This is an optimization exercise on Yosys and OpenROAD, whose aim is small area, not a production implementation. Function was checked by simulation only, so behaviour that the tests miss may differ from the original. Power figures rest on the tool's default switching activity, not on a simulated workload.

--- run.sh ---
#!/bin/bash
# synth_recipe.tcl (not shown) runs the flow's synth.tcl, then flattens the netlist and writes it again
# the make line also repeats each setting of config.mk as NAME=value (left out here)
make -C /OpenROAD-flow-scripts/flow DESIGN_CONFIG=/design/flow/config.mk WORK_HOME=/design/flow/orfs CLKGATE_MAP_FILE= SYNTH_SCRIPT=/design/flow/synth_recipe.tcl finish
--- config.mk ---
export PLATFORM = sky130hd
export DESIGN_NAME = core
export DESIGN_NICKNAME = core
export VERILOG_FILES = /design/flow/design.v
export SDC_FILE = /design/flow/constraint.sdc
export NUM_CORES = 8
export LEC_CHECK = 0
export CAP_MARGIN = 20
export CORE_MARGIN = 2
export CORE_UTILIZATION = 50
export CTS_BUF_LIST = sky130_fd_sc_hd__clkbuf_4
export CTS_CLUSTER_DIAMETER = 40
export CTS_CLUSTER_SIZE = 8
export PLACE_DENSITY = 0.6
export SLEW_MARGIN = 20
--- constraint.sdc ---
create_clock -name core_clock -period 300.0 [get_ports {i_clk}]
set_input_delay 60.0000 -clock core_clock [delete_from_list [all_inputs] [get_ports {i_clk}]]
set_output_delay 60.0000 -clock core_clock [all_outputs]
set_load 0.01 [all_outputs]
--- design.v ---
module mdu_array (
    input  logic [31:0] b,       
    input  logic [31:0] a,       
    input  logic [31:0] inj,     
    input  logic        divm,
    input  logic [31:0] z,       
    output logic [31:0] lo,      
    output logic [31:0] hi,      
    output logic [31:0] q        
);
    logic [31:0] xn [0:32];
    logic [31:0] h1, h2;
    assign xn[32] = '0;
    genvar i, k;
    generate
        for (i = 31; i >= 0; i = i - 1) begin : row
            localparam int L = 32 - i;
            logic [31:0] x, y, s;
            logic [32:0] c;
            logic keep, cm;
            assign x = {xn[i+1][30:0], inj[i]};
            assign c[0] = divm;
            for (k = 0; k < L; k = k + 1) begin : dbit
                assign s[k] = x[k] ^ b[k] ^ c[k];
                assign c[k+1] = (x[k] & b[k]) | (c[k] & (x[k] ^ b[k]));
            end
            assign q[i] = divm & z[i] & c[L];
            assign keep = divm ? ~(z[i] & c[L]) : ~a[i];
            if (L < 32) begin : mreg
                assign cm = c[L] & a[i];
                for (k = L; k < 32; k = k + 1) begin : mbit
                    logic ck;
                    assign ck = (k == L) ? cm : c[k];
                    assign y[k] = b[k] & a[i];
                    assign s[k] = x[k] ^ y[k] ^ ck;
                    assign c[k+1] = (x[k] & y[k]) | (ck & (x[k] ^ y[k]));
                end
                assign h1[i] = c[32];
            end else begin : nomreg
                assign h1[i] = c[32] & a[i] & ~divm;
            end
            for (k = 0; k < 32; k = k + 1) begin : nxt
                if (k < L) begin : d
                    assign xn[i][k] = keep ? x[k] : s[k];
                end else begin : m
                    assign xn[i][k] = s[k];
                end
            end
            if (i >= 1) begin : hh
                assign h2[i-1] = xn[i][31];
            end
        end
    endgenerate
    assign h2[31] = 1'b0;
    assign lo = xn[0];
    logic [31:0] hs, hc;
    logic        hs_co;
    rca #(32) u_hs (.a({h1[31:1], 1'b0}), .b(h2), .ci(1'b0), .s(hs), .co(hs_co));
    assign hc[0] = h1[0];
    for (k = 1; k < 32; k = k + 1) begin : inc
        assign hc[k] = hc[k-1] & hs[k-1];
    end
    assign hi = hs ^ hc;
endmodule
module prefix_or (
    input  logic [31:0] x,
    output logic [31:0] po
);
    assign po[0] = 1'b0;
    genvar k;
    generate
        for (k = 1; k < 32; k = k + 1) begin : p
            assign po[k] = po[k-1] | x[k-1];
        end
    endgenerate
endmodule
module multiplier_unit (
    input  logic [31:0] i_a,         
    input  logic [31:0] i_b,         
    input  logic [2:0]  i_funct3,
    input  logic        i_shift,     
    input  logic        i_sra,
    input  logic [4:0]  i_shamt,
    output logic [31:0] o_result
);
    logic        divm, sa, sb, sra_s, inva, right;
    logic [31:0] am, bm, onehot, barr, lo, hi, q, z, sel;
    logic [4:0]  sh;
    logic        neg, cin;
    assign divm  = ~i_shift & i_funct3[2];
    assign sa    = ~i_shift & i_a[31] & (i_funct3[2] ? ~i_funct3[0] : (i_funct3[1] ^ i_funct3[0]));
    assign sb    = ~i_shift & i_b[31] & (i_funct3[2] ? ~i_funct3[0] : (~i_funct3[1] & i_funct3[0]));
    assign sra_s = i_shift & i_sra & i_a[31];
    assign right = i_shift & i_funct3[2];
    assign inva  = sa | sra_s;
    logic [31:0] poa, pob, pos;
    prefix_or u_poa (.x(i_a), .po(poa));
    prefix_or u_pob (.x(i_b), .po(pob));
    assign am = i_a ^ ({32{inva}} & (poa | {32{~sa}}));
    assign bm = i_b ^ ({32{sb}} & pob);
    assign sh = right ? (~i_shamt + 5'd1) : i_shamt;
    assign onehot = 32'b1 << sh;
    assign barr = i_shift ? onehot : (bm ^ {32{divm}});
    assign z[0] = 1'b1;
    genvar i;
    generate
        for (i = 1; i < 32; i = i + 1) begin : zz
            assign z[i] = ~|bm[31:32-i];
        end
    endgenerate
    mdu_array u_arr (
        .b    (barr),
        .a    (am),
        .inj  (am & {32{divm}}),
        .divm (divm),
        .z    (z),
        .lo   (lo),
        .hi   (hi),
        .q    (q)
    );
    always_comb begin
        if (i_shift) begin
            sel = (right & |i_shamt) ? hi : lo;
            neg = sra_s;
            cin = 1'b0;
        end else begin
            case (i_funct3)
                3'b000:                 begin sel = lo; neg = 1'b0;            cin = 1'b0; end
                3'b001, 3'b010, 3'b011: begin sel = hi; neg = sa ^ sb;         cin = (sa ^ sb) & ~|lo; end
                3'b100, 3'b101:         begin sel = q;  neg = (sa ^ sb) & |i_b; cin = (sa ^ sb) & |i_b; end
                default:                begin sel = lo; neg = sa;              cin = sa; end
            endcase
        end
    end
    prefix_or u_pos (.x(sel), .po(pos));
    assign o_result = sel ^ ({32{neg}} & (pos | {32{~cin}}));
endmodule
module rca #(parameter int W = 32) (
    input  logic [W-1:0] a,
    input  logic [W-1:0] b,
    input  logic         ci,
    output logic [W-1:0] s,
    output logic         co
);
    logic [W:0] c;
    assign c[0] = ci;
    genvar k;
    generate
        for (k = 0; k < W; k = k + 1) begin : bitk
            assign s[k]   = a[k] ^ b[k] ^ c[k];
            assign c[k+1] = (a[k] & b[k]) | (c[k] & (a[k] ^ b[k]));
        end
    endgenerate
    assign co = c[W];
endmodule
module inc_rc #(parameter int W = 32) (
    input  logic [W-1:0] a,
    input  logic         ci,
    output logic [W-1:0] s
);
    logic [W:0] c;
    assign c[0] = ci;
    genvar k;
    generate
        for (k = 0; k < W; k = k + 1) begin : bitk
            assign s[k]   = a[k] ^ c[k];
            assign c[k+1] = a[k] & c[k];
        end
    endgenerate
endmodule
module dec_rc #(parameter int W = 32) (
    input  logic [W-1:0] a,
    output logic [W-1:0] s
);
    logic [W:0] bo;
    assign bo[0] = 1'b1;
    genvar k;
    generate
        for (k = 0; k < W; k = k + 1) begin : bitk
            assign s[k]    = a[k] ^ bo[k];
            assign bo[k+1] = ~a[k] & bo[k];
        end
    endgenerate
endmodule
module register_file (
    input  logic        i_clk,
    input  logic        i_rst_n,
    input  logic [4:0]  i_id_rs1,        
    input  logic [4:0]  i_id_rs2,
    input  logic [4:0]  i_ex_rd,         
    input  logic        i_ex_reg_write,  
    input  logic [4:0]  i_rd,            
    input  logic [31:0] i_rd_din,
    input  logic        i_reg_write,
    output logic [31:0] o_rs1_dout,      
    output logic [31:0] o_rs2_dout
);
    logic [31:0] rf [1:31];
    logic [31:1] valid, we, valid_nx;
    logic [31:1] sel1, sel2;             
    logic        fwd1, fwd2;             
    logic        fwd1_nx, fwd2_nx;
    genvar k;
    generate
        for (k = 1; k < 32; k = k + 1) begin : w
            assign we[k] = i_reg_write & (i_rd == k);
            assign valid_nx[k] = valid[k] | we[k];
            always_ff @(posedge i_clk) begin
                if (we[k]) rf[k] <= i_rd_din;
            end
            always_ff @(posedge i_clk or negedge i_rst_n) begin
                if (~i_rst_n) valid[k] <= 1'b0;
                else          valid[k] <= valid_nx[k];
            end
        end
    endgenerate
    assign fwd1_nx = i_ex_reg_write & (i_ex_rd == i_id_rs1);
    assign fwd2_nx = i_ex_reg_write & (i_ex_rd == i_id_rs2);
    always_ff @(posedge i_clk) begin
        fwd1 <= fwd1_nx;
        fwd2 <= fwd2_nx;
        for (int j = 1; j < 32; j = j + 1) begin
            sel1[j] <= valid_nx[j] & ~fwd1_nx & (i_id_rs1 == j);
            sel2[j] <= valid_nx[j] & ~fwd2_nx & (i_id_rs2 == j);
        end
    end
    always_comb begin
        o_rs1_dout = {32{fwd1}} & i_rd_din;
        o_rs2_dout = {32{fwd2}} & i_rd_din;
        for (int j = 1; j < 32; j = j + 1) begin
            o_rs1_dout = o_rs1_dout | ({32{sel1[j]}} & rf[j]);
            o_rs2_dout = o_rs2_dout | ({32{sel2[j]}} & rf[j]);
        end
    end
endmodule
module core #(
    parameter XLEN = 32,
    parameter FLEN = 32,
    parameter RESET_PC = 32'h4000_0000
) (
    input                       i_clk,
    input                       i_rst_n,
    output  logic   [XLEN-1:0]  o_instr_addr,
    input           [XLEN-1:0]  i_instr_data,
    output  logic   [XLEN-1:0]  o_data_addr,
    input           [XLEN-1:0]  i_data_rd_data,
    output  logic   [XLEN-1:0]  o_data_wr_data,
    output  logic   [1:0]       o_data_mask,
    output  logic               o_data_wr_en,
    output  logic               o_data_out_ready,
    output  logic               o_data_in_valid,
    output  logic   [7:0]       o_data_in
);
    logic [31:0] pc_curr;
    logic [1:0]  rst_cnt;            
    logic [31:2] id_instr, ex_instr;
    logic        id_v, ex_v;
    logic [31:0] wb_result;
    logic [4:0]  wb_rd;
    logic        wb_we, wb_load;
    logic [2:0]  wb_f3;
    logic [2:0]  frm;
    logic [4:0]  fflags;
    logic [7:0]  data_in_q;
    logic        data_in_valid_q, data_out_ready_q;
    logic        reg_write;
    logic [31:0] ins;
    assign ins = {ex_instr, 2'b11};
    logic [2:0] f3;
    logic [4:0] rd, rs1, rs2;
    assign f3  = ins[14:12];
    assign rd  = ins[11:7];
    assign rs1 = ins[19:15];
    assign rs2 = ins[24:20];
    logic op_load, op_opimm, op_auipc, op_store, op_op, op_lui, op_branch, op_jalr, op_jal, op_system;
    assign op_load   = ~ins[6] & ~ins[5] & ~ins[4];
    assign op_opimm  = ~ins[6] & ~ins[5] &  ins[4] & ~ins[2];
    assign op_auipc  = ~ins[6] & ~ins[5] &  ins[4] &  ins[2];
    assign op_store  = ~ins[6] &  ins[5] & ~ins[4];
    assign op_op     = ~ins[6] &  ins[5] &  ins[4] & ~ins[2];
    assign op_lui    = ~ins[6] &  ins[5] &  ins[4] &  ins[2];
    assign op_branch =  ins[6] & ~ins[4] & ~ins[2];
    assign op_jalr   =  ins[6] & ~ins[4] &  ins[2] & ~ins[3];
    assign op_jal    =  ins[3];
    assign op_system =  ins[6] &  ins[4];
    logic muldiv, is_shift;
    assign muldiv   = op_op & ins[25];
    assign is_shift = (op_op | op_opimm) & (f3[1:0] == 2'b01);
    logic [31:0] imm;
    always_comb begin
        if (op_store)
            imm = {{20{ins[31]}}, ins[31:25], ins[11:7]};
        else if (op_branch)
            imm = {{20{ins[31]}}, ins[7], ins[30:25], ins[11:8], 1'b0};
        else if (op_lui | op_auipc)
            imm = {ins[31:12], 12'b0};
        else if (op_jal)
            imm = {{12{ins[31]}}, ins[19:12], ins[20], ins[30:21], 1'b0};
        else
            imm = {{20{ins[31]}}, ins[31:20]};
    end
    logic [31:0] rd_din, rs1v, rs2v;
    register_file rf (
        .i_clk       (i_clk),
        .i_rst_n     (i_rst_n),
        .i_id_rs1    (id_instr[19:15]),
        .i_id_rs2    (id_instr[24:20]),
        .i_ex_rd     (rd),
        .i_ex_reg_write (reg_write),
        .i_rd        (wb_rd),
        .i_rd_din    (rd_din),
        .i_reg_write (wb_we),
        .o_rs1_dout  (rs1v),
        .o_rs2_dout  (rs2v)
    );
    logic ex_pcz;
    logic [31:0] pc_m8, ex_pc, link;
    assign ex_pcz = (rst_cnt == 2'd2);
    logic [31:2] pc_m12;
    assign pc_m8[2:0] = pc_curr[2:0];
    dec_rc #(29) u_m8  (.a(pc_curr[31:3]), .s(pc_m8[31:3]));
    dec_rc #(30) u_m12 (.a(pc_m8[31:2]),   .s(pc_m12));
    assign ex_pc  = ex_pcz ? 32'd0 : {pc_m12, pc_curr[1:0]};
    assign link   = ex_pcz ? 32'd4 : pc_m8;
    logic [31:0] op2, alu_b, alu_res;
    logic [32:0] sum;
    logic        sub, ltu, lt, eq;
    assign op2   = (op_op | op_branch) ? rs2v : imm;
    assign sub   = op_branch | ((op_op | op_opimm) & f3[1] & ~f3[2]) | (op_op & (f3 == 3'b000) & ins[30]);
    assign alu_b = op2 ^ {32{sub}};
    rca #(32) u_alu (.a(rs1v), .b(alu_b), .ci(sub), .s(sum[31:0]), .co(sum[32]));
    assign ltu   = ~sum[32];
    assign lt    = (rs1v[31] ^ op2[31]) ? rs1v[31] : ltu;
    assign eq    = ~|sum[31:0];
    always_comb begin
        case (f3)
            3'b010:  alu_res = {31'b0, lt};
            3'b011:  alu_res = {31'b0, ltu};
            3'b100:  alu_res = rs1v ^ op2;
            3'b110:  alu_res = rs1v | op2;
            3'b111:  alu_res = rs1v & op2;
            default: alu_res = sum[31:0];
        endcase
    end
    logic [31:0] mdu_res;
    multiplier_unit mdu (
        .i_a      (rs1v),
        .i_b      (rs2v),
        .i_funct3 (f3),
        .i_shift  (~muldiv),
        .i_sra    (ins[30]),
        .i_shamt  (op_op ? rs2v[4:0] : rs2),
        .o_result (mdu_res)
    );
    logic [31:0] tgt;
    logic        cond, taken;
    logic tgt_co;
    rca #(32) u_tgt (.a((op_jalr | op_load | op_store) ? rs1v : ex_pc), .b(imm), .ci(1'b0), .s(tgt), .co(tgt_co));
    assign cond  = (f3[2] ? (f3[1] ? ltu : lt) : eq) ^ f3[0];
    assign taken = ex_v & (op_jal | op_jalr | (op_branch & cond));
    assign o_instr_addr = taken ? tgt : pc_curr;
    logic [31:0] pc_next;
    assign pc_next[1:0] = o_instr_addr[1:0];
    inc_rc #(30) u_pc4 (.a(o_instr_addr[31:2]), .ci(1'b1), .s(pc_next[31:2]));
    logic mem_write, uart_w, uart_r;
    assign mem_write = ex_v & op_store;
    assign uart_w    = mem_write & (tgt == 32'h8000_0008);
    assign uart_r    = ex_v & op_load & (tgt == 32'h8000_0004);
    assign o_data_addr    = tgt;
    assign o_data_wr_data = rs2v;
    assign o_data_mask    = f3[1:0];
    assign o_data_wr_en   = mem_write & ~uart_w;
    always_ff @(posedge i_clk) begin
        data_in_q        <= rs2v[7:0];
        data_in_valid_q  <= uart_w;
        data_out_ready_q <= uart_r;
    end
    assign o_data_in        = data_in_q;
    assign o_data_in_valid  = data_in_valid_q;
    assign o_data_out_ready = data_out_ready_q;
    logic [31:0] csr_rdata, csr_src, csr_wdata;
    logic        csr_write;
    logic        a_ff, a_frm, a_fcsr;
    assign a_ff   = (ins[31:20] == 12'h001);
    assign a_frm  = (ins[31:20] == 12'h002);
    assign a_fcsr = (ins[31:20] == 12'h003);
    assign csr_rdata = a_fcsr ? {24'b0, frm, fflags} : a_ff ? {27'b0, fflags} : a_frm ? {29'b0, frm} : 32'b0;
    assign csr_src   = f3[2] ? {27'b0, rs1} : rs1v;
    always_comb begin
        case (f3[1:0])
            2'b10:   csr_wdata = csr_rdata | csr_src;
            2'b11:   csr_wdata = csr_rdata & ~csr_src;
            default: csr_wdata = csr_src;
        endcase
    end
    assign csr_write = ex_v & op_system & (f3[1:0] != 2'b00) & ((f3[1:0] == 2'b01) | (rs1 != 5'd0));
    always_ff @(posedge i_clk or negedge i_rst_n) begin
        if (~i_rst_n) begin
            frm    <= 3'b0;
            fflags <= 5'b0;
        end else if (csr_write) begin
            if (a_ff | a_fcsr) fflags <= csr_wdata[4:0];
            if (a_frm)         frm    <= csr_wdata[2:0];
            else if (a_fcsr)   frm    <= csr_wdata[7:5];
        end
    end
    logic [31:0] ex_result;
    logic [31:0] other_result;
    logic        use_mdu;
    always_comb begin
        if (op_jal | op_jalr)          other_result = link;
        else if (op_lui)               other_result = imm;
        else if (op_auipc)             other_result = tgt;
        else if (op_system)            other_result = csr_rdata;
        else                           other_result = alu_res;
    end
    assign use_mdu   = muldiv | is_shift;
    assign ex_result = use_mdu ? mdu_res : other_result;
    assign reg_write = ex_v & (rd != 5'd0) &
                       (op_op | op_opimm | op_load | op_jal | op_jalr | op_auipc | op_lui |
                        (op_system & (f3[1:0] != 2'b00)));
    logic [31:0] ld;
    always_comb begin
        case (wb_f3[1:0])
            2'b00:   ld = {{24{~wb_f3[2] & i_data_rd_data[7]}},  i_data_rd_data[7:0]};
            2'b01:   ld = {{16{~wb_f3[2] & i_data_rd_data[15]}}, i_data_rd_data[15:0]};
            default: ld = i_data_rd_data;
        endcase
    end
    assign rd_din = wb_load ? ld : wb_result;
    always_ff @(posedge i_clk or negedge i_rst_n) begin
        if (~i_rst_n) begin
            pc_curr <= RESET_PC;
            rst_cnt <= 2'd0;
            id_v    <= 1'b0;
            ex_v    <= 1'b0;
            wb_we   <= 1'b0;
        end else begin
            pc_curr <= pc_next;
            if (rst_cnt != 2'd3) rst_cnt <= rst_cnt + 2'd1;
            id_v    <= ~taken;
            ex_v    <= id_v & ~taken;
            wb_we   <= reg_write;
        end
    end
    always_ff @(posedge i_clk) begin
        id_instr  <= i_instr_data[31:2];
        ex_instr  <= id_instr;
        wb_result <= ex_result;
        wb_rd     <= rd;
        wb_load   <= op_load;
        wb_f3     <= f3;
    end
endmodule
==> out/metrics.yaml, run 1 <==
outcome: "timing/DRC/antenna clean"
slew_headroom_pct: 14.2
leakage_nw: 40.2
yosysUniqueCellTypes: 121
reg2reg_depth: 705
reg2reg_from: "wb_load"
firstDrtPassIters: 13
seqPwrFrac_pct: 22.4
hp-class: "register to register"
path_common_cell: "fa_1"
async_flop_share_pct: 6.11
syn-mean-instance-area_sq_um: 10.6
min_period_ps: 295150
portBuffers: 172
cts-root-buf: "clkbuf_4"
coreArea_sq_um: 194000
crit_required_ps: 301150
combPwrFrac_pct: 66.8
period_share_pct: 98.4
rsz0062_at_grt: "no"
synth_commonest_cells: "nor2_1, fa_1, edfxtp_1, nand2_1, a22oi_1"
crit_arrival_ps: 296300
synth_seq_cells: 1243
wl_um: 491000
p_switching_mw: 0.493
stdcell_area_sq_um: 107000
drtAntennaViolNets: 0
p_clk_mw: 0.103
holdBufCountCts: 0
synth.net_count: 10500
crit_buf_inv: 51
p_seq_mw: 0.214
dr_total_vias: 89500
die_h_um: 446
grt_overflow: 0
reg2reg_to: "wb_result[31]"
slew_violations: 0
drc: 0
cp-end-kind: "register"
timing.fmax_mhz: 3.39
p_per_area_nw_per_um2: 8.93
cp_num_cells: 706
intPower_mw: 0.461
final.setup_skew_ps: 129
postSynthCellCount: 9180
hpwl_um: 329000
dominantRegCellSynth: "edfxtp_1"
clock-sinks: 1243
cp_top_family: "adder cells"
grt_max_degree: 77
yosys-top-cells-area: "edfxtp_1, fa_1, a22oi_1, nor2_1, dfxtp_1"
crit_start: "i_data_rd_data[7]"
yosysTopAreaCell: "edfxtp_1"
synth_top_area_share_pct: 30.5
seq_area_frac_synth_pct: 36.1
reg2reg_slack_ps: 62730
place_congestion: 1.05
hold_path_startpoint: "id_instr[9]"
endpoint: "wb_result[31]"
clock_latency_ps: 1340
grtUsageTotal_pct: 48.7
synthToLayoutAreaGrowth_pct: 9.48
drtIter0Drc: 16300
die_x_um: 446
h-tree-depth: 4
syn_area_sq_um: 97600
yosys_warnings: 6
top_power_group: "combinational cells"
cts.path.max_buffers: 3
ir_drop_mv: 0.00682
placed_cell_area_sq_um: 104000
drv_cap: 0
crit_slowest_cell: "or4_1"
pre_cts_slack_ps: 4190
critPathMaxStageDelay_ps: 940
path_class: "primary input to register"
viasPerCell: 7.43
finalSetupViolations: 0
synth_edf_count: 992
finalWorstSetupSlack_ps: 4850
p_comb_mw: 0.636
p_clk_share_pct: 10.8
yosysMostFrequentCell: "nor2_1"
hold_end: "ex_instr[9]"
grt_pass1_vias: 86700
placement_rows: 162
tightest_slew_ps: 1280
io-pin-count: 175
clkTransAtPathRegs_ps: 90
finalNetCount: 10800
drive_gt1_share_pct: 12.2
hold_viol_final: 0
setup_tns_ps: 0
finalPower_mw: 0.953
hold_depth: 0
cts_buffers: 183
grt_pass1_wl_um: 674000
critPathMaxFanout: 38
wire_per_inst_um: 40.8
p_sw_share_pct: 51.7
initial_utilization_pct: 50.2
cts_tree: "yes"
antenna_found_initial: 32
die_area_sq_um: 199000
critPathLaunchType: "primary input"
routing by layer:
layer / vias to the layer above / track usage [%] / share of wire (%)
li1: 34500 / - / -
met4: 22 / 39.0 / 11
met1: 44400 / 58.2 / 33
met5: - / 0.440 / 0.029
met2: 8032 / 71.1 / 42
met3: 2569 / 17.4 / 14
state kept, by name, summed over array words and instances, names as in the netlist, 30 cells and up:
| register | flops |
|---|---|
| rf.sel1 | 31 |
| pc_curr | 32 |
| rf.sel2 | 31 |
| id_instr | 30 |
| rf.rf | 992 |
| rf.valid | 31 |
| ex_instr | 30 |
| wb_result | 32 |
area by class of cell:
type	instances	area [sq um]
fillers	17200	87600
well taps	2542	3180
flip-flops and latches	1243	35300
multi-input cells	6926	59400
inverters	380	1430
clock inverters	36	442
repair buffers	649	5320
diodes	45	113
clock buffers	213	1600
through the flow:
| step | cells | hold WS [ps] | util, % |
|---|---|---|---|
| floorplan | 9180 | 310 | - |
| global placement | 11700 | 310 | 53.7 |
| detailed placement | 11700 | 312 | 53.7 |
| CTS | 12000 | 318 | 54.8 |
| global route | 12000 | 332 | 54.9 |
| finish | 12000 | 315 | 54.9 |
what timing repair did:
action	CTS	global route
setup buffers	0	11
endpoints found under the setup margin	0	32
resized for setup	0	32
cell usage in the layout, fill, tap and decap left out, drive strengths merged, types with 65 or more instances in the layout:
| cell | n |
|---|---|
| edfxtp | 992 |
| nand4 | 207 |
| a22oi | 616 |
| nor2 | 1105 |
| dfrtp | 75 |
| o21ai | 352 |
| a22o | 179 |
| nor3 | 169 |
| inv | 381 |
| nand2 | 791 |
| ha | 220 |
| clkdlybuf4s50 | 171 |
| a31oi | 132 |
| fa | 1083 |
| dfxtp | 175 |
| xnor2 | 126 |
| clkbuf | 213 |
| buf | 478 |
| a21oi | 334 |
| nand3 | 151 |
| a222oi | 65 |
| a221oi | 210 |
cell families after synthesis:
family | Yosys count | share of synthesized area (%)
XOR/XNOR | 152 | 1.36
adder cells (fa/ha/maj) | 1303 | 25.0
multiplexers | 112 | 1.22
AND/OR/NAND/NOR | 2821 | 13.1
flip-flops | 1243 | 36.1
AO/OA/AOI/OAI | 2537 | 19.0
buffers and inverters | 1012 | 4.15
==> inputs of run 2 (changes only) <==
--- a/design.v
+++ b/design.v
@@ -82,5 +82,7 @@
     input  logic        i_sra,
     input  logic [4:0]  i_shamt,
-    output logic [31:0] o_result
+    output logic [31:0] o_result,    
+    output logic        o_neg,       
+    output logic        o_cin
 );
     logic        divm, sa, sb, sra_s, inva, right;
@@ -94,5 +96,5 @@
     assign right = i_shift & i_funct3[2];
     assign inva  = sa | sra_s;
-    logic [31:0] poa, pob, pos;
+    logic [31:0] poa, pob;
     prefix_or u_poa (.x(i_a), .po(poa));
     prefix_or u_pob (.x(i_b), .po(pob));
@@ -133,6 +135,7 @@
         end
     end
-    prefix_or u_pos (.x(sel), .po(pos));
-    assign o_result = sel ^ ({32{neg}} & (pos | {32{~cin}}));
+    assign o_result = sel;
+    assign o_neg    = neg;
+    assign o_cin    = neg & cin;
 endmodule
 module rca #(parameter int W = 32) (
@@ -258,5 +261,5 @@
     logic [31:0] wb_result;
     logic [4:0]  wb_rd;
-    logic        wb_we, wb_load;
+    logic        wb_we, wb_load, wb_neg, wb_cin;
     logic [2:0]  wb_f3;
     logic [2:0]  frm;
@@ -344,4 +347,5 @@
     end
     logic [31:0] mdu_res;
+    logic        mdu_neg, mdu_cin;
     multiplier_unit mdu (
         .i_a      (rs1v),
@@ -351,5 +355,7 @@
         .i_sra    (ins[30]),
         .i_shamt  (op_op ? rs2v[4:0] : rs2),
-        .o_result (mdu_res)
+        .o_result (mdu_res),
+        .o_neg    (mdu_neg),
+        .o_cin    (mdu_cin)
     );
     logic [31:0] tgt;
@@ -428,5 +434,7 @@
         endcase
     end
-    assign rd_din = wb_load ? ld : wb_result;
+    logic [31:0] wb_val;
+    inc_rc #(32) u_wbneg (.a(wb_result ^ {32{wb_neg}}), .ci(wb_cin), .s(wb_val));
+    assign rd_din = wb_load ? ld : wb_val;
     always_ff @(posedge i_clk or negedge i_rst_n) begin
         if (~i_rst_n) begin
@@ -450,4 +458,6 @@
         wb_rd     <= rd;
         wb_load   <= op_load;
+        wb_neg    <= use_mdu & mdu_neg;
+        wb_cin    <= use_mdu & mdu_cin;
         wb_f3     <= f3;
     end
==> run 2 against run 1 <==
  * Cell area fell by 1.5%
  * Register-to-register slack got worse by 2900 ps
  * Clock power rose by 24%
  * Sequential power barely moved
  * Sequential share of layout area rose by 0.55 points
  * Critical path depth fell by 19
  * Utilization rose by 0.30 points
  * Via count fell by 5.0%
==> out/metrics.yaml, run 2 <==
outcome: "timing/DRC/antenna clean"
initial_utilization_pct: 50.4  # +0.20 points
h-tree-depth: 4  # unchanged
clock_latency_ps: 1380  # +40 ps
place_congestion: 1.04  # -0.73%
cts-root-buf: "clkbuf_4"
grt_pass1_vias: 83200  # -4.0%
yosysTopAreaCell: "edfxtp_1"
min_period_ps: 294290  # -863 ps
synth_edf_count: 992  # unchanged
grt_max_degree: 62  # -19%
yosys-top-cells-area: "edfxtp_1, fa_1, a22oi_1, nor2_1, dfxtp_1"
p_seq_mw: 0.214  # about the same
synthToLayoutAreaGrowth_pct: 9.63
grt_overflow: 0  # unchanged
fin_util_pct: 55.2  # +0.30 points
io-pin-count: 175  # unchanged
hold_ws_ps: 287  # -28.3 ps
rsz0062_at_grt: "no"
cts_tree: "yes"
timing.fmax_mhz: 3.40  # +0.29%
reg2reg_slack_ps: 59860  # -2870 ps
yosys.area_share.xor_xnor_pct: 1.55  # +0.18 points
synthMuxAreaShare_pct: 1.43  # +0.21 points
critPathMaxFanout: 40  # +5.3%
drv_cap: 0  # unchanged
async_flop_share_pct: 6.10  # -0.0098 points
postSynthCellCount: 8833  # -3.8%
clkTransAtPathRegs_ps: 90  # about the same
dominantRegCellSynth: "edfxtp_1"
final.setup_skew_ps: 113  # -15.8 ps
reg2reg_to: "wb_result[31]"
endpoint: "wb_result[31]"
placement_rows: 160  # -1.2%
synthSimpleGateAreaFrac_pct: 12.7  # -0.37 points
slew_headroom_pct: 10.5  # -3.7 points
path_class: "primary input to register"
p_per_area_nw_per_um2: 8.50  # -4.7%
synth_commonest_cells: "nor2_1, fa_1, edfxtp_1, nand2_1, a22oi_1"
seqPwrFrac_pct: 23.9  # +1.5 points
tightest_slew_ps: 1340  # +65.3 ps
cts_buffers: 207  # +13%
syn_area_sq_um: 95900  # -1.7%
drive_gt1_share_pct: 12.5  # +0.26 points
crit_slowest_cell: "nor4b_2"
cp-end-kind: "register"
drtAntennaViolNets: 0  # unchanged
post-cts-setup-buffers: 0  # unchanged
yosys_warnings: 6  # unchanged
crit_required_ps: 301080  # -70 ps
mostFrequentLayoutCells: "fa_1, nor2_1, edfxtp_1"
slew_violations: 0  # unchanged
largest_register_ff_count: 992  # unchanged
synth_seq_cells: 1245  # +0.16%
hold_viol_final: 0  # unchanged
yosysUniqueCellTypes: 135  # +12%
yosysMostFrequentCell: "nor2_1"
setup_tns_ps: 0  # unchanged
synth_top_family_by_area: "adder cells"
die_h_um: 442  # -0.83%
dr_total_vias: 85000  # -5.0%
leakage_nw: 40.0  # -0.39%
p_comb_mw: 0.553  # -13%
crit_start: "i_data_rd_data[15]"
wl_um: 457000  # -6.8%
finalNetCount: 10400  # -3.3%
layout_commonest_cell: "fa_1"
critPathLaunchType: "primary input"
viasPerCell: 7.28  # -2.0%
cp_num_cells: 687  # -2.7%
hold_end: "ex_instr[27]"
synth_compound_area_share_pct: 17.5  # -1.5 points
p_clk_share_pct: 14.3  # +3.5 points
hold_path_startpoint: "id_instr[27]"
portBuffers: 172  # unchanged
top_power_group: "combinational cells"
hpwl_um: 314000  # -4.3%
cts.path.max_buffers: 3  # unchanged
coreArea_sq_um: 190000  # -2.1%
grt_pass1_wl_um: 634000  # -5.9%
synth_top_area_share_pct: 31.0  # +0.52 points
period_share_pct: 98.1  # -0.29 points
cp_top_family: "adder cells"
combPwrFrac_pct: 61.8  # -5.0 points
ir_drop_mv: 0.00562  # -18%
syn-mean-instance-area_sq_um: 10.9  # +2.2%
path_common_cell: "fa_1"
crit_buf_inv: 44  # -14%
die_area_sq_um: 195000  # -1.6%
largest_register: "rf.rf"
grtUsageTotal_pct: 46.0  # -2.7 points
synth.net_count: 10200  # -3.0%
antenna_found_initial: 30  # -6.3%
p_clk_mw: 0.128  # +24%
reg2reg_depth: 709  # +0.57%
crit_arrival_ps: 295370  # -930 ps
drtIter0Drc: 14300  # -12%
intPower_mw: 0.455  # -1.2%
hold_depth: 0  # unchanged
p_switching_mw: 0.439  # -11%
die_x_um: 442  # -0.83%
wire_per_inst_um: 39.2  # -3.9%
top_regs: "rf.rf: 992 flops, pc_curr: 32 flops, wb_result: 32 flops"
reg2reg_from: "wb_neg"
seq_area_frac_synth_pct: 36.7  # +0.65 points
critPathMaxStageDelay_ps: 920  # -20 ps
drc: 0  # unchanged
p_sw_share_pct: 49.1  # -2.6 points
hp-class: "register to register"
clock-sinks: 1245  # +0.16%
finalSetupViolations: 0  # unchanged
firstDrtPassIters: 11  # -2
cts.repair.resized: 0  # unchanged
holdBufCountCts: 0  # unchanged
synthAdderAreaFrac_pct: 25.9  # +0.83 points
-- run 2: cell count changes in the layout (fill, tap and decap cells not counted), sizes merged, moves of 18 or more --
cell | before | now
clkinv | 17 | 47
a21oi | 334 | 285
clkbuf | 213 | 254
ha | 220 | 251
xor2 | 26 | 66
a22oi | 616 | 694
buf | 478 | 388
a211o | 40 | 20
a31oi | 132 | 114
a221oi | 210 | 174
nor3 | 169 | 139
xnor2 | 126 | 100
o22ai | 58 | 19
a22o | 179 | 135
-- run 2: per-layer routing --
| layer | vias up | global-route usage (%) | share of wire, % |
|---|---|---|---|
| li1 | 33000 | - | - |
| met1 | 42500 | 54.2 | 33 |
| met2 | 7298 | 68.8 | 43 |
| met3 | 2218 | 17.4 | 15 |
| met4 | 18 | 33.8 | 9.6 |
| met5 | - | 0.366 | 0.032 |
-- run 2: stage by stage --
step	instance area [sq um]	cells	power, mW	setup WS [ps]
after floorplan	95900	8833	0.564	33460
after global placement	102000	11300	0.744	7390
after detailed placement	102000	11300	0.757	6890
after CTS	105000	11600	0.883	7490
after global routing	105000	11700	0.951	492
final	105000	11700	0.894	5710
-- run 2: cells by family (layout without fill, tap and decap cells) --
kind of cell,Yosys count,after routing
flops,1245,1245
other cells,0,30
mux,128,128
xor+xnor,167,167
simple gates,2701,2701
compound gates,2299,2299
buf+inv,959,1254
fa+ha+maj,1334,1334
-- run 2: layout make-up --
class / instances / area (sq um)
diodes: 30 / 75.1
clock buffers: 254 / 1910
flip-flops and latches: 1245 / 35300
well taps: 2511 / 3140
multi-input cells: 6629 / 57700
repair buffers: 559 / 4680
fillers: 16600 / 85200
clock inverters: 87 / 1060
inverters: 354 / 1330
==> inputs of run 3 (changes only) <==
--- a/config.mk
+++ b/config.mk
@@ -12,4 +12,4 @@
 export CTS_CLUSTER_DIAMETER = 40
 export CTS_CLUSTER_SIZE = 8
-export PLACE_DENSITY = 0.6
+export PLACE_DENSITY = 0.8
 export SLEW_MARGIN = 20
==> run 3 against run 2 <==
  * Utilization fell by 0.55 points
  * Sequential power about the same
  * Via count grew 2.0%
  * Die area unchanged
  * Critical path type unchanged
  * Setup slack lost 1100 ps
  * Non-clock buffer count is 45 lower
  * Cell area down 0.99%
  * Critical path depth is 3 higher
  * Flip-flop and latch count unchanged
  * Total power decreased by 0.86%
  * First-iteration DRC count rose by 25%
==> out/metrics.yaml, run 3 <==
outcome: "timing/DRC/antenna clean"
clock-sinks: 1245  # unchanged
cts.path.max_buffers: 3  # unchanged
antenna_found_initial: 33  # +10%
synth_seq_cells: 1245  # unchanged
hp-class: "register to register"
cp-end-kind: "register"
seqPwrFrac_pct: 24.2  # +0.3 points
top_regs: "rf.rf: 992 flops, pc_curr: 32 flops, wb_result: 32 flops"
place_congestion: 1.08  # +4.0%
crit_required_ps: 301070  # about the same
grt_pass1_vias: 83700  # +0.66%
slew_violations: 0  # unchanged
path_class: "primary input to register"
critPathMaxStageDelay_ps: 860  # -60 ps
yosysMostFrequentCell: "nor2_1"
die_x_um: 442  # unchanged
crit_arrival_ps: 296470  # +1100 ps
hold_viol_final: 0  # unchanged
firstDrtPassIters: 15  # +4
finalWorstSetupSlack_ps: 4600  # -1120 ps
synth_commonest_cells: "nor2_1, fa_1, edfxtp_1, nand2_1, a22oi_1"
p_switching_mw: 0.445  # +1.2%
dr_total_vias: 86700  # +2.0%
pre_cts_slack_ps: 5930  # -964 ps
critPathLaunchType: "primary input"
cts-root-buf: "clkbuf_4"
grt_max_degree: 62  # unchanged
ir_drop_mv: 0.00602  # +7.2%
drc: 0  # unchanged
coreArea_sq_um: 190000  # unchanged
grt_pass1_wl_um: 624000  # -1.7%
reg2reg_to: "wb_result[31]"
seq_area_frac_synth_pct: 36.7  # unchanged
h-tree-depth: 4  # unchanged
hold_depth: 0  # unchanged
yosysUniqueCellTypes: 135  # unchanged
leakage_nw: 39.4  # -1.5%
synth_edf_count: 992  # unchanged
layout_commonest_cell: "fa_1"
hold_path_startpoint: "id_instr[13]"
min_period_ps: 295400  # +1120 ps
final.setup_skew_ps: 199  # +86.4 ps
hold_end: "ex_instr[13]"
reg2reg_slack_ps: 59070  # -790 ps
reg2reg_depth: 718  # +1.3%
rsz0062_at_grt: "no"
top_power_group: "combinational cells"
hold_ws_ps: 323  # +36.1 ps
crit_start: "i_data_rd_data[0]"
endpoint: "wb_result[31]"
p_sw_share_pct: 50.2  # +1.0 points
post-cts-setup-buffers: 0  # unchanged
finalSetupViolations: 0  # unchanged
drv_cap: 0  # unchanged
finalNetCount: 10300  # -0.57%
crit_slowest_cell: "or4_1"
cts_buffers: 193  # -6.8%
slew_headroom_pct: 10.5  # +0.020 points
tightest_slew_ps: 1340  # -3.47 ps
die_area_sq_um: 195000  # unchanged
critPathMaxFanout: 32  # -20%
p_comb_mw: 0.563  # +2%
io-pin-count: 175  # unchanged
synthToLayoutAreaGrowth_pct: 8.54
mostFrequentLayoutCells: "fa_1, nor2_1, edfxtp_1"
p_per_area_nw_per_um2: 8.51  # +0.12%
drtAntennaViolNets: 0  # unchanged
wl_um: 449000  # -1.8%
syn_area_sq_um: 95900  # unchanged
path_common_cell: "fa_1"
initial_utilization_pct: 50.4  # unchanged
synth_top_area_share_pct: 31.0  # unchanged
yosys_warnings: 6  # unchanged
cp_top_family: "adder cells"
timing.fmax_mhz: 3.39  # -0.38%
largest_register: "rf.rf"
grt_overflow: 0  # unchanged
syn-mean-instance-area_sq_um: 10.9  # unchanged
p_clk_share_pct: 12.3  # -2.0 points
combPwrFrac_pct: 63.5  # +1.7 points
cp_num_cells: 690  # +0.44%
cts_tree: "yes"
largest_register_ff_count: 992  # unchanged
portBuffers: 172  # unchanged
p_clk_mw: 0.109  # -15%
yosys-top-cells-area: "edfxtp_1, fa_1, a22oi_1, nor2_1, dfxtp_1"
intPower_mw: 0.442  # -2.9%
reg2reg_from: "wb_neg"
hpwl_um: 303000  # -3.6%
clock_latency_ps: 1380  # about the same
setup_tns_ps: 0  # unchanged
synth.net_count: 10200  # unchanged
drtIter0Drc: 17900  # +25%
placement_rows: 160  # unchanged
clkTransAtPathRegs_ps: 90  # about the same
viasPerCell: 7.50  # +3.0%
async_flop_share_pct: 6.10  # unchanged
period_share_pct: 98.5  # +0.37 points
postSynthCellCount: 8833  # unchanged
grtUsageTotal_pct: 44.9  # -1.1 points
crit_buf_inv: 44  # unchanged
drive_gt1_share_pct: 11.6  # -0.83 points
wire_per_inst_um: 38.8  # -0.84%
die_h_um: 442  # unchanged
dominantRegCellSynth: "edfxtp_1"
yosysTopAreaCell: "edfxtp_1"
p_seq_mw: 0.214  # about the same
run 3: repair_timing:
action | CTS | global route
setup endpoints to repair | 0 | 9
hold buffers | 0 | 0
gates resized for setup | 0 | 10
run 3: layer usage:
metal / wire length (um) / share of wire, % / global-route usage [%] / vias up
li1: - / - / - / 32800
met2: 183000 / 41 / 63.9 / 8877
met4: 49600 / 11 / 36.1 / 48
met5: 813 / 0.18 / 1.49 / -
met3: 74700 / 17 / 20.6 / 3012
met1: 140000 / 31 / 52.0 / 42000
run 3: area by class of cell:
class / instances / area [sq um]
fillers: 16100 / 86200
multi-input cells: 6629 / 57700
flip-flops and latches: 1245 / 35300
repair buffers: 514 / 4290
well taps: 2511 / 3140
clock buffers: 227 / 1700
inverters: 354 / 1330
clock inverters: 55 / 587
diodes: 23 / 57.6
run 3: cell families after synthesis:
kind of cell	share of synthesized area (%)
flops	36.7
simple gates	12.7
compound gates	17.5
xor+xnor	1.55
fa+ha+maj	25.9
mux	1.43
buf+inv	4.12
run 3: stage by stage:
step,total power [mW],area (sq um),instances,utilization [%]
2_1_floorplan,0.564,95900,8833,-
3_3_place_gp,0.745,102000,11300,53.4
3_5_place_dp,0.760,102000,11300,53.4
4_1_cts,0.869,104000,11500,54.6
5_1_grt,0.938,104000,11500,54.7
6_report,0.887,104000,11600,54.7
==> inputs of run 4 (changes only) <==
==> flow/run.sh (new file) <==
#!/bin/bash
export BUFFER_PORTS_ARGS="-buffer_cell sky130_fd_sc_hd__buf_1"
export CTS_ARGS="-sink_clustering_enable -repair_clock_nets -buf_list sky130_fd_sc_hd__clkbuf_4 -sink_clustering_size 8 -sink_clustering_max_diameter 40 -dont_use_dummy_load"
bash standard.sh > standard_flow.log 2>&1
==> standard.sh (new file) <==
#!/bin/bash
# synth_recipe.tcl (not shown) runs the flow's synth.tcl, then flattens the netlist and writes it again
# the make line also repeats each setting of config.mk as NAME=value (left out here)
make -C /OpenROAD-flow-scripts/flow DESIGN_CONFIG=/design/flow/config.mk WORK_HOME=/design/flow/orfs CLKGATE_MAP_FILE= SYNTH_SCRIPT=/design/flow/synth_recipe.tcl "${@:-finish}"
--- a/config.mk
+++ b/config.mk
@@ -10,6 +10,4 @@
 export CORE_UTILIZATION = 50
 export CTS_BUF_LIST = sky130_fd_sc_hd__clkbuf_4
-export CTS_CLUSTER_DIAMETER = 40
-export CTS_CLUSTER_SIZE = 8
-export PLACE_DENSITY = 0.8
+export PLACE_DENSITY = 0.6
 export SLEW_MARGIN = 20
removed: run.sh
==> run 4 against run 3 <==
  * Sequential power about the same
  * Die area unchanged
  * First-iteration DRC count down 18%
  * Combinational power down 4.8%
  * Flip-flop and latch count unchanged
  * Clock skew down 47 ps
  * Critical path type unchanged
  * Setup slack better by 1700 ps
  * Sequential share of layout area up 0.43 points
==> out/metrics.yaml, run 4 <==
crit_slowest_cell: "nor4b_2"
final.setup_skew_ps: 152  # -47.3 ps
grt_max_degree: 68  # +9.7%
cts_tree: "yes"
syn-mean-instance-area_sq_um: 10.9  # unchanged
clkTransAtPathRegs_ps: 90  # about the same
p_sw_share_pct: 50.4  # +0.25 points
async_flop_share_pct: 6.10  # unchanged
yosys-top-cells-area: "edfxtp_1, fa_1, a22oi_1, nor2_1, dfxtp_1"
outcome: "timing/DRC/antenna clean"
die_h_um: 442  # unchanged
hold_end: "ex_instr[13]"
antenna_found_initial: 26  # -21%
crit_start: "i_data_rd_data[2]"
multi_input_area_sq_um: 57700  # about the same
critPathMaxFanout: 34  # +6.3%
grt_overflow: 0  # unchanged
cts-root-buf: "clkbuf_4"
path_class: "primary input to register"
reg2reg_slack_ps: 60870  # +1800 ps
fillers: 16900  # +5.2%
rsz0062_at_grt: "no"
synth_seq_cells: 1245  # unchanged
p_comb_mw: 0.536  # -4.8%
top_regs: "rf.rf: 992 flops, pc_curr: 32 flops, wb_result: 32 flops"
cts.repair.resized: 0  # unchanged
drtAntennaViolNets: 0  # unchanged
setup_tns_ps: 0  # unchanged
seq_area_frac_synth_pct: 36.7  # unchanged
regArea_sq_um: 35300  # unchanged
hold_viol_final: 0  # unchanged
crit_buf_inv: 46  # +4.5%
portBuffers: 172  # unchanged
dominantRegCellSynth: "edfxtp_1"
synth.net_count: 10200  # unchanged
largest_register_ff_count: 992  # unchanged
path_common_cell: "fa_1"
top_power_group: "combinational cells"
reg2reg_to: "wb_result[31]"
p_switching_mw: 0.423  # -4.9%
endpoint: "wb_result[31]"
intPower_mw: 0.416  # -5.8%
seqPwrFrac_pct: 25.4  # +1.2 points
holdBufCountCts: 0  # unchanged
finalSetupViolations: 0  # unchanged
grt_pass1_wl_um: 638000  # +2.3%
synth_top_area_share_pct: 31.0  # unchanged
synthToLayoutAreaGrowth_pct: 7.19
reg2reg_depth: 720  # +0.28%
critPathMaxStageDelay_ps: 930  # +70 ps
cts.path.max_buffers: 3  # unchanged
p_clk_share_pct: 10.7  # -1.6 points
io-pin-count: 175  # unchanged
period_share_pct: 97.9  # -0.57 points
p_seq_mw: 0.213  # about the same
drive_gt1_share_pct: 11.6  # -0.019 points
firstDrtPassIters: 11  # -4
finalNetCount: 10400  # +0.75%
critPathLaunchType: "primary input"
viasPerCell: 7.36  # -1.9%
wl_um: 462000  # +3.0%
yosysTopAreaCell: "edfxtp_1"
p_clk_mw: 0.0898  # -18%
postSynthCellCount: 8833  # unchanged
grt_pass1_vias: 82700  # -1.3%
yosysMostFrequentCell: "nor2_1"
layout_commonest_cell: "fa_1"
syn_area_sq_um: 95900  # unchanged
placement_rows: 160  # unchanged
h-tree-depth: 4  # unchanged
min_period_ps: 293700  # -1700 ps
ir_drop_mv: 0.00431  # -28%
grtUsageTotal_pct: 46.5  # +1.6 points
mostFrequentLayoutCells: "fa_1, nor2_1, edfxtp_1"
die_x_um: 442  # unchanged
yosysUniqueCellTypes: 135  # unchanged
largest_register: "rf.rf"
cp_top_family: "adder cells"
synth_commonest_cells: "nor2_1, fa_1, edfxtp_1, nand2_1, a22oi_1"
dr_total_vias: 85000  # -2.0%
p_per_area_nw_per_um2: 8.16  # -4.2%
clock_latency_ps: 1340  # -40 ps
drtIter0Drc: 14600  # -18%
initial_utilization_pct: 50.4  # unchanged
crit_arrival_ps: 294720  # -1750 ps
drv_cap: 0  # unchanged
slew_headroom_pct: 7.46  # -3.1 points
drc: 0  # unchanged
die_area_sq_um: 195000  # unchanged
place_congestion: 1.06  # -1.9%
cts_buffers: 204  # +5.7%
hp-class: "register to register"
leakage_nw: 39.0  # -1.2%
post-cts-setup-buffers: 0  # unchanged
cp-end-kind: "register"
hold_path_startpoint: "id_instr[13]"
yosys_warnings: 6  # unchanged
tightest_slew_ps: 1380  # +38.5 ps
combPwrFrac_pct: 63.9  # +0.4 points
fin_util_pct: 54.0  # -0.68 points
reg2reg_from: "wb_neg"
hpwl_um: 319000  # +5.3%
coreArea_sq_um: 190000  # unchanged
clock-sinks: 1245  # unchanged
crit_required_ps: 301010  # -60 ps
synth_edf_count: 992  # unchanged
slew_violations: 0  # unchanged
hold_depth: 0  # unchanged
cp_num_cells: 693  # +0.43%
timing.fmax_mhz: 3.40  # +0.58%
wire_per_inst_um: 40.0  # +3.1%
run 4: cell counts after synthesis:
Identical to the previous run, type by type.
run 4: final cells by class:
type                       count  area share (%)
antenna                       21          0.0511
multi-input combinational   6629            56.1
tap                         2511            3.05
timing repair buffer         581            3.70
inverter                     354            1.29
sequential                  1245            34.3
clock buffer                 204            1.49
run 4: cell families after synthesis:
family                   after synthesis  share of synthesized area [%]
flip-flops                          1245                           36.7
buffers and inverters                959                           4.12
multiplexers                         128                           1.43
adder cells (fa/ha/maj)             1334                           25.9
AO/OA/AOI/OAI                       2299                           17.5
XOR/XNOR                             167                           1.55
AND/OR/NAND/NOR                     2701                           12.7
run 4: metal layers:
| metal | track usage [%] | wire length, um | vias to the layer above |
|---|---|---|---|
| met1 | 54.2 | 151000 | 42400 |
| met4 | 38.0 | 49200 | 20 |
| met2 | 68.3 | 195000 | 7390 |
| met3 | 17.6 | 66600 | 2363 |
| li1 | - | - | 32800 |
| met5 | 0.635 | 318 | - |
run 4: stage by stage:
step / setup WS [ps] / instances / hold slack, ps / power, mW / cell area, sq um
global placement: 8080 / 11300 / 313 / 0.726 / 101000
detailed placement: 7150 / 11300 / 312 / 0.738 / 101000
CTS: 7940 / 11500 / 308 / 0.826 / 103000
floorplan: 33460 / 8833 / 310 / 0.564 / 95900
global route: 671 / 11500 / 314 / 0.891 / 103000
finish: 6300 / 11500 / 303 / 0.839 / 103000
==> inputs of run 5 (changes only) <==
--- a/config.mk
+++ b/config.mk
@@ -10,4 +10,4 @@
 export CORE_UTILIZATION = 50
 export CTS_BUF_LIST = sky130_fd_sc_hd__clkbuf_4
-export PLACE_DENSITY = 0.6
+export PLACE_DENSITY = 0.8
 export SLEW_MARGIN = 20
==> run 5 against run 4 <==
  * Hold slack improved by 26 ps
  * Register-to-register slack worse by 1500 ps
  * Sequential share of layout area up 0.28 points
  * Synthesized area stayed put
  * Largest power group unchanged
  * Wire length fell by 3.8%
  * Synthesized cell count unchanged
  * Setup slack got worse by 630 ps
  * Final cell count fell by 0.83%
  * Combinational power is 3% higher
  * Clock skew up 58 ps
  * Cell area is 0.78% lower
==> out/metrics.yaml, run 5 <==
yosysUniqueCellTypes: 135  # unchanged
die_h_um: 442  # unchanged
cp_num_cells: 692  # -0.14%
finalNetCount: 10300  # -0.96%
layout_commonest_cell: "fa_1"
regArea_sq_um: 35300  # about the same
p_switching_mw: 0.437  # +3.2%
placement_rows: 160  # unchanged
io-pin-count: 175  # unchanged
hold_ws_ps: 329  # +25.9 ps
critPathMaxFanout: 34  # unchanged
intPower_mw: 0.415  # -0.32%
hold_end: "ex_instr[14]"
firstDrtPassIters: 13  # +2
finalSetupViolations: 0  # unchanged
synth_edf_count: 992  # unchanged
p_per_area_nw_per_um2: 8.35  # +2.3%
coreArea_sq_um: 190000  # unchanged
crit_required_ps: 301050  # +40 ps
yosysTopAreaCell: "edfxtp_1"
clock_latency_ps: 1260  # -80 ps
hold_depth: 0  # unchanged
ir_drop_mv: 0.00702  # +63%
crit_slowest_cell: "o32ai_2"
grtUsageTotal_pct: 44.6  # -1.9 points
reg2reg_to: "wb_result[31]"
yosysMostFrequentCell: "nor2_1"
period_share_pct: 98.1  # +0.21 points
dr_total_vias: 86700  # +2.0%
reg2reg_depth: 718  # -0.28%
critPathLaunchType: "primary input"
outcome: "timing/DRC/antenna clean"
final.setup_skew_ps: 211  # +58.5 ps
grt.busiest_layer: "met2"
synthToLayoutAreaGrowth_pct: 6.35
syn-mean-instance-area_sq_um: 10.9  # unchanged
crit_buf_inv: 48  # +4.3%
largest_register_ff_count: 992  # unchanged
mostFrequentLayoutCells: "fa_1, nor2_1, edfxtp_1"
combPwrFrac_pct: 64.8  # +0.9 points
path_class: "primary input to register"
crit_arrival_ps: 295390  # +670 ps
drtIter0Drc: 17600  # +20%
reg2reg_from: "wb_neg"
postSynthCellCount: 8833  # unchanged
place_congestion: 1.08  # +1.5%
cts.path.max_buffers: 3  # unchanged
cts.repair.resized: 0  # unchanged
largest_register: "rf.rf"
cts_tree: "yes"
use_met3_pct: 20.5  # +2.8 points
p_comb_mw: 0.552  # +3%
leakage_nw: 38.5  # -1.3%
p_seq_mw: 0.214  # about the same
cp_top_family: "adder cells"
cts_buffers: 183  # -10%
wl_um: 445000  # -3.8%
dominantRegCellSynth: "edfxtp_1"
drv_cap: 0  # unchanged
endpoint: "wb_result[31]"
grt_overflow: 0  # unchanged
synth_seq_cells: 1245  # unchanged
die_x_um: 442  # unchanged
grt_pass1_wl_um: 620000  # -2.8%
p_clk_mw: 0.0856  # -4.7%
cts-root-buf: "clkbuf_4"
synth_top_area_share_pct: 31.0  # unchanged
die_area_sq_um: 195000  # unchanged
timing.fmax_mhz: 3.40  # -0.21%
h-tree-depth: 4  # unchanged
critPathMaxStageDelay_ps: 910  # -20 ps
holdBufCountCts: 0  # unchanged
p_sw_share_pct: 51.3  # +0.87 points
drive_gt1_share_pct: 10.6  # -1.0 points
clock-sinks: 1245  # unchanged
hpwl_um: 302000  # -5.5%
synth_commonest_cells: "nor2_1, fa_1, edfxtp_1, nand2_1, a22oi_1"
grt_max_degree: 63  # -7.4%
post-cts-setup-buffers: 0  # unchanged
fillers: 16300  # -3.5%
grt_pass1_vias: 84000  # +1.6%
synth.net_count: 10200  # unchanged
async_flop_share_pct: 6.10  # unchanged
path_common_cell: "fa_1"
portBuffers: 172  # unchanged
crit_start: "i_data_rd_data[7]"
top_power_group: "combinational cells"
slew_violations: 0  # unchanged
antenna_found_initial: 20  # -23%
viasPerCell: 7.57  # +2.9%
yosys-top-cells-area: "edfxtp_1, fa_1, a22oi_1, nor2_1, dfxtp_1"
min_period_ps: 294330  # +631 ps
clkTransAtPathRegs_ps: 90  # about the same
drc: 0  # unchanged
global_route.usage.met2_pct: 63.3  # -5.0 points
wire_per_inst_um: 38.8  # -3.0%
met1_usage_pct: 51.8  # -2.3 points
hp-class: "register to register"
top_regs: "rf.rf: 992 flops, pc_curr: 32 flops, wb_result: 32 flops"
rsz0062_at_grt: "no"
drtAntennaViolNets: 0  # unchanged
p_clk_share_pct: 10.1  # -0.6 points
initial_utilization_pct: 50.4  # unchanged
slew_headroom_pct: 9.60  # +2.1 points
syn_area_sq_um: 95900  # unchanged
tightest_slew_ps: 1360  # -21.5 ps
yosys_warnings: 6  # unchanged
setup_tns_ps: 0  # unchanged
seq_area_frac_synth_pct: 36.7  # unchanged
cp-end-kind: "register"
hold_viol_final: 0  # unchanged
reg2reg_slack_ps: 59340  # -1530 ps
multi_input_area_sq_um: 57700  # about the same
seqPwrFrac_pct: 25.2  # -0.2 points
hold_path_startpoint: "id_instr[14]"
## run 5: cell types whose count changed in the layout (fill, tap and decap cells not counted), sizes merged
| cell | change |
|---|---|
| buf | -79 |
| clkbuf | -21 |
| diode | +4 |
| clkinv | +1 |
| inv | -1 |
## run 5: area by class of cell
cell class	instances	share of cell area, %
Clock buffer	183	1.35
Tap cell	2511	3.08
Multi-Input combinational cell	6629	56.5
Antenna cell	25	0.0613
Sequential cell	1245	34.6
Timing Repair Buffer	502	3.06
Inverter	354	1.30
## run 5: kinds of logic after synthesis
kind of cell,synth area share (%)
compound gates,17.5
mux,1.43
fa+ha+maj,25.9
xor+xnor,1.55
buf+inv,4.12
flops,36.7
simple gates,12.7
## run 5: routing by layer
layer,wire (um),up-vias
li1,-,32600
met1,138000,42000
met2,180000,8951
met3,76400,3003
met4,49800,28
met5,385,-
## run 5: stage by stage
step / instances / total power [mW] / util (%) / setup WS (ps) / cell area [sq um]
CTS: 11400 / 0.832 / 53.5 / 8940 / 102000
floorplan: 8833 / 0.564 / - / 33460 / 95900
finish: 11400 / 0.851 / 53.6 / 5670 / 102000
detailed placement: 11200 / 0.748 / 52.8 / 8670 / 101000
global placement: 11200 / 0.730 / 52.8 / 10220 / 101000
global route: 11400 / 0.900 / 53.6 / 867 / 102000
==> inputs of run 6 (changes only) <==
--- a/design.v
+++ b/design.v
@@ -27,5 +27,12 @@
             assign q[i] = divm & z[i] & c[L];
             assign keep = divm ? ~(z[i] & c[L]) : ~a[i];
-            if (L < 32) begin : mreg
+            if (i == 31) begin : mreg31
+                for (k = L; k < 32; k = k + 1) begin : mbit
+                    assign s[k] = b[k] & a[i];
+                    assign c[k+1] = 1'b0;
+                end
+                assign cm = 1'b0;
+                assign h1[i] = 1'b0;
+            end else if (L < 32) begin : mreg
                 assign cm = c[L] & a[i];
                 for (k = L; k < 32; k = k + 1) begin : mbit
==> run 6 against run 5 <==
  * Clock power about the same
  * Total power down 1.2%
  * Largest cell class unchanged
  * Cell area about the same
  * Die area down 0.36%
  * Critical path depth down 1
  * Setup slack worse by 450 ps
  * Sequential power about the same
  * Synthesized cell count up 0.61%
  * Largest power group unchanged
==> out/metrics.yaml, run 6 <==
outcome: "timing/DRC/antenna clean"
finalPower_mw: 0.841  # -1.2%
drtIter0Drc: 17700  # +0.60%
intPower_mw: 0.410  # -1.1%
critPathLaunchType: "primary input"
portBuffers: 172  # unchanged
combPwrFrac_pct: 64.5  # -0.3 points
timing.fmax_mhz: 3.39  # -0.15%
synth_seq_cells: 1245  # unchanged
drc: 0  # unchanged
reg2reg_to: "wb_result[30]"
yosys-top-cells-area: "edfxtp_1, fa_1, a22oi_1, nor2_1, dfxtp_1"
min_period_ps: 294780  # +449 ps
yosysTopAreaCell: "edfxtp_1"
path_class: "primary input to register"
finalNetCount: 10400  # +0.49%
wl_met3_um: 80300  # +5.0%
wire_per_inst_um: 38.8  # about the same
synthToLayoutAreaGrowth_pct: 6.75
slew_violations: 0  # unchanged
largest_register: "rf.rf"
slew_headroom_pct: 5.64  # -4.0 points
p_clk_share_pct: 10.1  # about the same
async_flop_share_pct: 6.10  # unchanged
h-tree-depth: 4  # unchanged
synth_top_area_share_pct: 31.2  # +0.11 points
layout_commonest_cell: "fa_1"
grt_overflow: 0  # unchanged
seqPwrFrac_pct: 25.4  # +0.2 points
finalWorstSetupSlack_ps: 5220  # -449 ps
crit_buf_inv: 51  # +6.3%
finalSetupViolations: 0  # unchanged
dominantRegCellSynth: "edfxtp_1"
coreArea_sq_um: 190000  # -0.21%
cts_buffers: 181  # -1.1%
initial_utilization_pct: 50.3  # -0.078 points
antenna_found_initial: 30  # +50%
reg2reg_slack_ps: 58720  # -620 ps
hold_ws_ps: 322  # -7.08 ps
hold_end: "ex_instr[25]"
cts-root-buf: "clkbuf_4"
yosys_warnings: 6  # unchanged
wl_um: 448000  # +0.84%
synth_edf_count: 992  # unchanged
mostFrequentLayoutCells: "fa_1, nor2_1, edfxtp_1"
p_seq_mw: 0.213  # about the same
placement_rows: 160  # unchanged
clkTransAtPathRegs_ps: 80  # about the same
wl_met2_um: 175000  # -2.4%
ir_drop_mv: 0.00658  # -6.3%
syn_area_sq_um: 95600  # -0.37%
reg2reg_depth: 718  # unchanged
clock-sinks: 1245  # unchanged
hold_depth: 0  # unchanged
critPathMaxFanout: 38  # +12%
crit_arrival_ps: 295840  # +450 ps
path_common_cell: "fa_1"
cts_tree: "yes"
die_area_sq_um: 195000  # -0.36%
syn-mean-instance-area_sq_um: 10.8  # -0.97%
leakage_nw: 38.1  # -0.89%
die_h_um: 441  # -0.18%
die_x_um: 441  # -0.18%
final.setup_skew_ps: 198  # -13.0 ps
crit_slowest_cell: "a2111o_1"
synth_commonest_cells: "fa_1, nor2_1, edfxtp_1, nand2_1, a22oi_1"
period_share_pct: 98.3  # +0.15 points
crit_start: "i_data_rd_data[15]"
drv_cap: 0  # unchanged
grt_max_degree: 77  # +22%
top_regs: "rf.rf: 992 flops, pc_curr: 32 flops, wb_result: 32 flops"
clock_latency_ps: 1330  # +70 ps
drtAntennaViolNets: 0  # unchanged
cp_num_cells: 691  # -0.14%
largest_register_ff_count: 992  # unchanged
place_congestion: 1.05  # -2.8%
yosysUniqueCellTypes: 119  # -12%
synth.net_count: 10300  # +0.22%
pre_cts_slack_ps: 8330  # -338 ps
viasPerCell: 7.57  # about the same
met1Wirelength_um: 143000  # +3.4%
tightest_slew_ps: 1410  # +54.2 ps
io-pin-count: 175  # unchanged
setup_tns_ps: 0  # unchanged
grt_pass1_vias: 84700  # +0.87%
cp-end-kind: "register"
hp-class: "register to register"
critPathMaxStageDelay_ps: 800  # -110 ps
p_comb_mw: 0.542  # -2%
topRoutingLayerUsed: "met5"
multi_input_area_sq_um: 57400  # -0.49%
cp_top_family: "adder cells"
reg2reg_from: "wb_neg"
endpoint: "wb_result[30]"
top_power_group: "combinational cells"
hold_viol_final: 0  # unchanged
hold_path_startpoint: "id_instr[25]"
p_per_area_nw_per_um2: 8.24  # -1.2%
rsz0062_at_grt: "no"
grtUsageTotal_pct: 45.5  # +0.91 points
crit_required_ps: 301060  # about the same
drive_gt1_share_pct: 10.3  # -0.30 points
fillers: 16300  # -0.43%
dr_total_vias: 87400  # +0.90%
p_switching_mw: 0.431  # -1.3%
grt_pass1_wl_um: 622000  # +0.29%
cts.path.max_buffers: 3  # unchanged
hpwl_um: 292000  # -3.3%
postSynthCellCount: 8887  # +0.61%
p_sw_share_pct: 51.2  # about the same
firstDrtPassIters: 13  # unchanged
regArea_sq_um: 35300  # about the same
p_clk_mw: 0.0853  # about the same
yosysMostFrequentCell: "fa_1"
seq_area_frac_synth_pct: 36.9  # +0.13 points
run 6: cell types whose count changed in the layout (fill, tap and decap cells not counted), moves of 18 or more:
cell / before / now
a31oi_2: 28 / 7
and4_1: 26 / 8
a21oi_1: 276 / 315
xor2_1: 66 / 43
ha_1: 251 / 220
inv_1: 347 / 380
nand2_1: 781 / 834
nor3_1: 133 / 176
xnor2_1: 90 / 116
nor2_1: 1067 / 1023
a22oi_1: 675 / 640
nand4_1: 193 / 217
o21ai_0: 304 / 260
run 6: logic make-up (layout without fill, tap and decap cells):
kind of cell             after synthesis  in the layout  share of synthesized area [%]
AND/OR/NAND/NOR                     2760           2760                           13.0
AO/OA/AOI/OAI                       2315           2315                           17.7
adder cells (fa/ha/maj)             1303           1303                           25.6
flip-flops                          1245           1245                           36.9
buffers and inverters                982           1090                           4.08
XOR/XNOR                             170            170                           1.57
multiplexers                         112            112                           1.25
other                                  0             41                              0
run 6: area by class of cell:
cell class	instances	share of cell area, %
multi-input cells	6660	56.2
repair buffers	514	3.18
flip-flops and latches	1245	34.6
inverters	395	1.46
clock buffers	181	1.33
well taps	2511	3.08
diodes	41	0.101
run 6: metrics by stage:
step | utilization, % | instance area, sq um | std cells
3_3_place_gp | 52.9 | 100000 | 11300
4_1_cts | 53.6 | 102000 | 11500
2_1_floorplan | - | 95600 | 8887
3_5_place_dp | 52.9 | 100000 | 11300
5_1_grt | 53.7 | 102000 | 11500
6_report | 53.7 | 102000 | 11500
run 6: what timing repair did:
action,CTS,global route
resized for setup,0,6
setup buffers,0,0
hold buffers,0,0
endpoints found under the setup margin,0,4
run 6: routing by layer:
metal / vias up / global-route usage (%)
met1: 42100 / 54.5
met5: - / 0.440
met2: 9511 / 62.0
li1: 32900 / -
met3: 2889 / 22.0
met4: 32 / 36.4

==> re-timing with driven ports <==
How much do the figures lean on ideal ports? The routed layouts below were timed once more, with nothing changed but the port constraints.
Step 1, drivers: a clkbuf_16 drives i_clk and a buf_2 each remaining input, both assumed.
Step 2, shift: input delay + t, output delay - t, t = (earliest + latest rising clock arrival at the registers) / 2. This alone moves slack from input paths to output paths.
Slacks: no drivers / after step 1 / after step 2; pairs: no drivers / after step 1.
run | shift t [ns] | setup slack, ns | worst hold slack (ns) | worst register clock-pin slew, ns | worst data-port slew with drivers (ns)
run 1 | 1.351 | 4.851 / 4.902 / 3.551 | 0.315 / 0.315 / 0.315 | 0.11 / 0.11 | 0.18
run 2 | 1.388 | 5.714 / 5.769 / 4.381 | 0.287 / 0.287 / 0.287 | 0.11 / 0.11 | 0.12
run 3 | 1.358 | 4.596 / 4.655 / 3.297 | 0.323 / 0.323 / 0.323 | 0.10 / 0.10 | 0.06
run 4 | 1.311 | 6.297 / 6.374 / 5.063 | 0.303 / 0.303 / 0.303 | 0.11 / 0.11 | 0.07
run 5 | 1.241 | 5.666 / 5.727 / 4.486 | 0.329 / 0.329 / 0.329 | 0.11 / 0.11 | 0.11
run 6 | 1.303 | 5.217 / 5.269 / 3.966 | 0.322 / 0.322 / 0.322 | 0.11 / 0.11 | 0.23
After both steps every run listed still meets setup and hold. For run 2, which loses most, drivers alone change the setup slack by +0.055 ns; drivers and shift together by -1.333 ns.
